Context: an optimization exercise on an open-source flow, tuned for small area, a short achievable clock period and few clock cycles. The choices shown serve that exercise and are no tape-out recipe.
The RTL was checked by simulation tests, not by an equivalence proof against the original design.

==> flow/design.v <==
module sw(i0, i1, i2, i3, o0, o1, o2, o3, clk, rst);
  input clk, rst;
  input [9:0] i0, i1, i2, i3;
  output [9:0] o0, o1, o2, o3;
  wire [9:0] in [0:3];
  assign in[0] = i0; assign in[1] = i1; assign in[2] = i2; assign in[3] = i3;
  wire [8:0] f [0:3];      
  wire [3:0] av;           
  wire [3:0] rq [0:3];     
  wire [3:0] hd;           
  wire [3:0] pop;
  reg  [3:0] busy;         
  wire [3:0] own [0:3];    
  reg  [9:0] ob [0:3];     
  wire [3:0] req [0:3];    
  wire [3:0] gnt [0:3];
  wire [3:0] sel [0:3];    
  wire [3:0] gin;          
  genvar i, j;
  generate
    for (i = 0; i < 4; i = i + 1) begin : g_in
      fifo q(.clk(clk), .rst(rst), .din({in[i][9], in[i][7:0]}),
             .dval(in[i][9] | in[i][8]), .pop(pop[i]), .h(f[i]), .hv(av[i]), .hd(hd[i]), .req(rq[i]));
      assign gin[i] = gnt[0][i] | gnt[1][i] | gnt[2][i] | gnt[3][i];
      assign pop[i] = (~hd[i] & av[i]) | gin[i];
    end
    for (j = 0; j < 4; j = j + 1) begin : g_out
      for (i = 0; i < 4; i = i + 1) begin : g_r
        assign req[j][i] = rq[i][j] & hd[i];
        assign own[j][i] = rq[i][j] & ~hd[i];
        assign sel[j][i] = busy[j] ? (own[j][i] & av[i]) : gnt[j][i];
      end
      arb a(.clk(clk), .rst(rst), .req(req[j]), .busy(busy[j]), .gnt(gnt[j]));
    end
  endgenerate
  function [9:0] pick;
    input [3:0] s;
    input [8:0] f0, f1, f2, f3;
    input [3:0] h;
    begin
      pick = ({10{s[0]}} & {f0[8], ~h[0], f0[7:0]}) |
             ({10{s[1]}} & {f1[8], ~h[1], f1[7:0]}) |
             ({10{s[2]}} & {f2[8], ~h[2], f2[7:0]}) |
             ({10{s[3]}} & {f3[8], ~h[3], f3[7:0]});
    end
  endfunction
  wire [3:0] tl = av & {f[3][8], f[2][8], f[1][8], f[0][8]};
  integer k, n;
  always @(posedge clk) begin
    for (k = 0; k < 4; k = k + 1)
      ob[k] <= pick(sel[k], f[0], f[1], f[2], f[3], hd);
    if (rst) begin
      busy <= 4'b0000;
      for (k = 0; k < 4; k = k + 1) begin
        ob[k][9:8] <= 2'b00;
      end
    end else begin
      for (k = 0; k < 4; k = k + 1) begin
        busy[k] <= busy[k] ? ~|(own[k] & tl) : |req[k];
      end
    end
  end
  assign o0 = ob[0];
  assign o1 = ob[1];
  assign o2 = ob[2];
  assign o3 = ob[3];
endmodule
module fifo(clk, rst, din, dval, pop, h, hv, hd, req);
  input clk, rst, dval, pop;
  input [8:0] din;
  output reg [8:0] h;    
  output reg hv;         
  output reg [3:0] req;  
  reg [15*9-1:0] mem;    
  reg [3:0] rp, wp;      
  output reg hd;         
  reg empty, full;       
  function [3:0] dec;
    input [1:0] d;
    dec = {d == 2'd3, d == 2'd2, d == 2'd1, d == 2'd0};
  endfunction
  wire [8:0] rd = mem[9*rp +: 9];
  wire [3:0] rpn, wpn;           
  inc15 ir(.p(rp), .n(rpn));
  inc15 iw(.p(wp), .n(wpn));
  wire e_rd = (rpn == wp);       
  wire f_wr = (wpn == rp);       
  wire take = ~hv | pop;         
  wire fromm = take & ~empty;    
  wire byp = take & empty & dval;  
  wire wr = dval & ~byp;         
  wire [3:0] rq_rd = dec(rd[1:0]);
  wire [3:0] rq_in = dval ? dec(din[1:0]) : 4'b0000;
  wire tl = ~hd & h[8];          
  integer k;
  always @(posedge clk) begin
    for (k = 0; k < 15; k = k + 1)
      if (!full && wp == k) mem[9*k +: 9] <= din;
    if (take) h <= empty ? din : rd;
    if (rst) begin
      rp <= 4'd0;
      wp <= 4'd0;
      empty <= 1'b1;
      full <= 1'b0;
      hv <= 1'b0;
      hd <= 1'b1;
      req <= 4'b0000;
    end else begin
      if (wr) wp <= wpn;
      if (fromm) rp <= rpn;
      empty <= fromm ? (wr ? empty : e_rd) : (wr ? 1'b0 : empty);
      full <= wr ? (fromm ? full : f_wr) : (fromm ? 1'b0 : full);
      hv <= ~take | ~empty | dval;
      if (pop) hd <= tl;
      if (pop) begin
        if (tl) req <= empty ? rq_in : rq_rd;
      end else if (!hv && hd) req <= rq_in;
    end
  end
endmodule
module inc15(p, n);
  input [3:0] p;
  output [3:0] n;
  assign n = (p == 4'd14) ? 4'd0 : p + 4'd1;
endmodule
module arb(clk, rst, req, busy, gnt);
  input clk, rst, busy;
  input [3:0] req;
  output [3:0] gnt;
  reg [1:0] ptr;
  wire [3:0] pri = 4'b0001 << ptr;
  genvar i;
  generate
    for (i = 0; i < 4; i = i + 1) begin : g
      assign gnt[i] = req[i] & ~busy & (pri[i] |
                        (pri[(i+3)%4] & ~req[(i+3)%4]) |
                        (pri[(i+2)%4] & ~req[(i+2)%4] & ~req[(i+3)%4]) |
                        (pri[(i+1)%4] & ~req[(i+1)%4] & ~req[(i+2)%4] & ~req[(i+3)%4]));
    end
  endgenerate
  always @(posedge clk) begin
    if (rst)
      ptr <= 2'd0;
    else if (~busy & |req)    
      ptr <= {gnt[1] | gnt[2], gnt[0] | gnt[2]};    
  end
endmodule
==> flow/config.mk <==
export PLATFORM = sky130hd
export DESIGN_NAME = sw
export DESIGN_NICKNAME = sw
export VERILOG_FILES = /design/flow/design.v
export SDC_FILE = /design/flow/constraint.sdc
export NUM_CORES = 4
export LEC_CHECK = 0
export ABC_AREA = 1
export CAP_MARGIN = 20
export CORE_MARGIN = 2
export CORE_UTILIZATION = 65
export CTS_CLUSTER_DIAMETER = 70
export CTS_CLUSTER_SIZE = 20
export PLACE_DENSITY = 0.85
export SETUP_SLACK_MARGIN = 3.75
export SLEW_MARGIN = 20
==> flow/constraint.sdc <==
create_clock -name core_clock -period 6.0 [get_ports {clk}]
set_input_delay 1.2000 -clock core_clock [delete_from_list [all_inputs] [get_ports {clk}]]
set_output_delay 1.2000 -clock core_clock [all_outputs]
set_load 0.01 [all_outputs]
standard.sh (not shown) runs the stock make flow with config.mk's settings and CLKGATE_MAP_FILE= SYNTH_SCRIPT=/design/flow/synth_recipe.tcl, a recipe that flattens the netlist after the stock synthesis.
==> flow/flow/run.sh <==
#!/bin/bash
# Standard ORFS layout, with plain buffers (buf_4) on the ports instead of the
# delay-cell buffers buffer_ports picks by default, and sizing not held to
# the cell footprint.
set -euo pipefail
export BUFFER_PORTS_ARGS="-buffer_cell sky130_fd_sc_hd__buf_4"
bash standard.sh MATCH_CELL_FOOTPRINT=0 finish > orfs_make.log 2>&1
The first run passed the timing, design-rule and antenna checks.
Testbench counts at the start, summed over its fixed seeds: cycles 2,639.
Change:
Settings changed: CTS_CLUSTER_DIAMETER 70 to 80, CTS_CLUSTER_SIZE 20 to 24, SETUP_SLACK_MARGIN 3.75 to 3.8.
=>
- cell area stays flat
- wire length fell by 2.1%
- sequential cell count stays the same
- first-iteration DRC count rose by 7.2%
- synthesized cell count stays the same
- global-route usage fell by 0.52 points
- die area stays the same
- worst setup slack gets better by 0.010 ns
- via count stays flat

-- afterwards: timing with drivers on the ports --
The flow's constraints put no driver on any port. The routed layouts listed below were extracted and timed again, unchanged, in two steps. Step 1: set_driving_cell puts a clkbuf_16 on clk and a buf_2 on each other input, an assumption about the parent block. Step 2 adds t to the input delays and takes it off the output delays; t is the mean of the earliest and latest rising clock arrival at the registers after step 1. Input paths then give back, and output paths get back, about the clock's delay inside the block. a / b / c = ideal / step 1 / step 2; a / b = the first two.
| run | t (ns) | setup slack, ns | hold WS [ns] |
|---|---|---|---|
| the first run | 0.655 | 3.732 / 3.672 / 3.191 | 0.504 / 0.504 / 0.504 |
| the second run | 0.632 | 3.743 / 3.683 / 3.237 | 0.491 / 0.491 / 0.491 |
After both steps setup and hold are still met in every run listed. For the first run, which loses most, drivers alone change the setup slack by -0.060 ns; drivers and shift together by -0.541 ns.
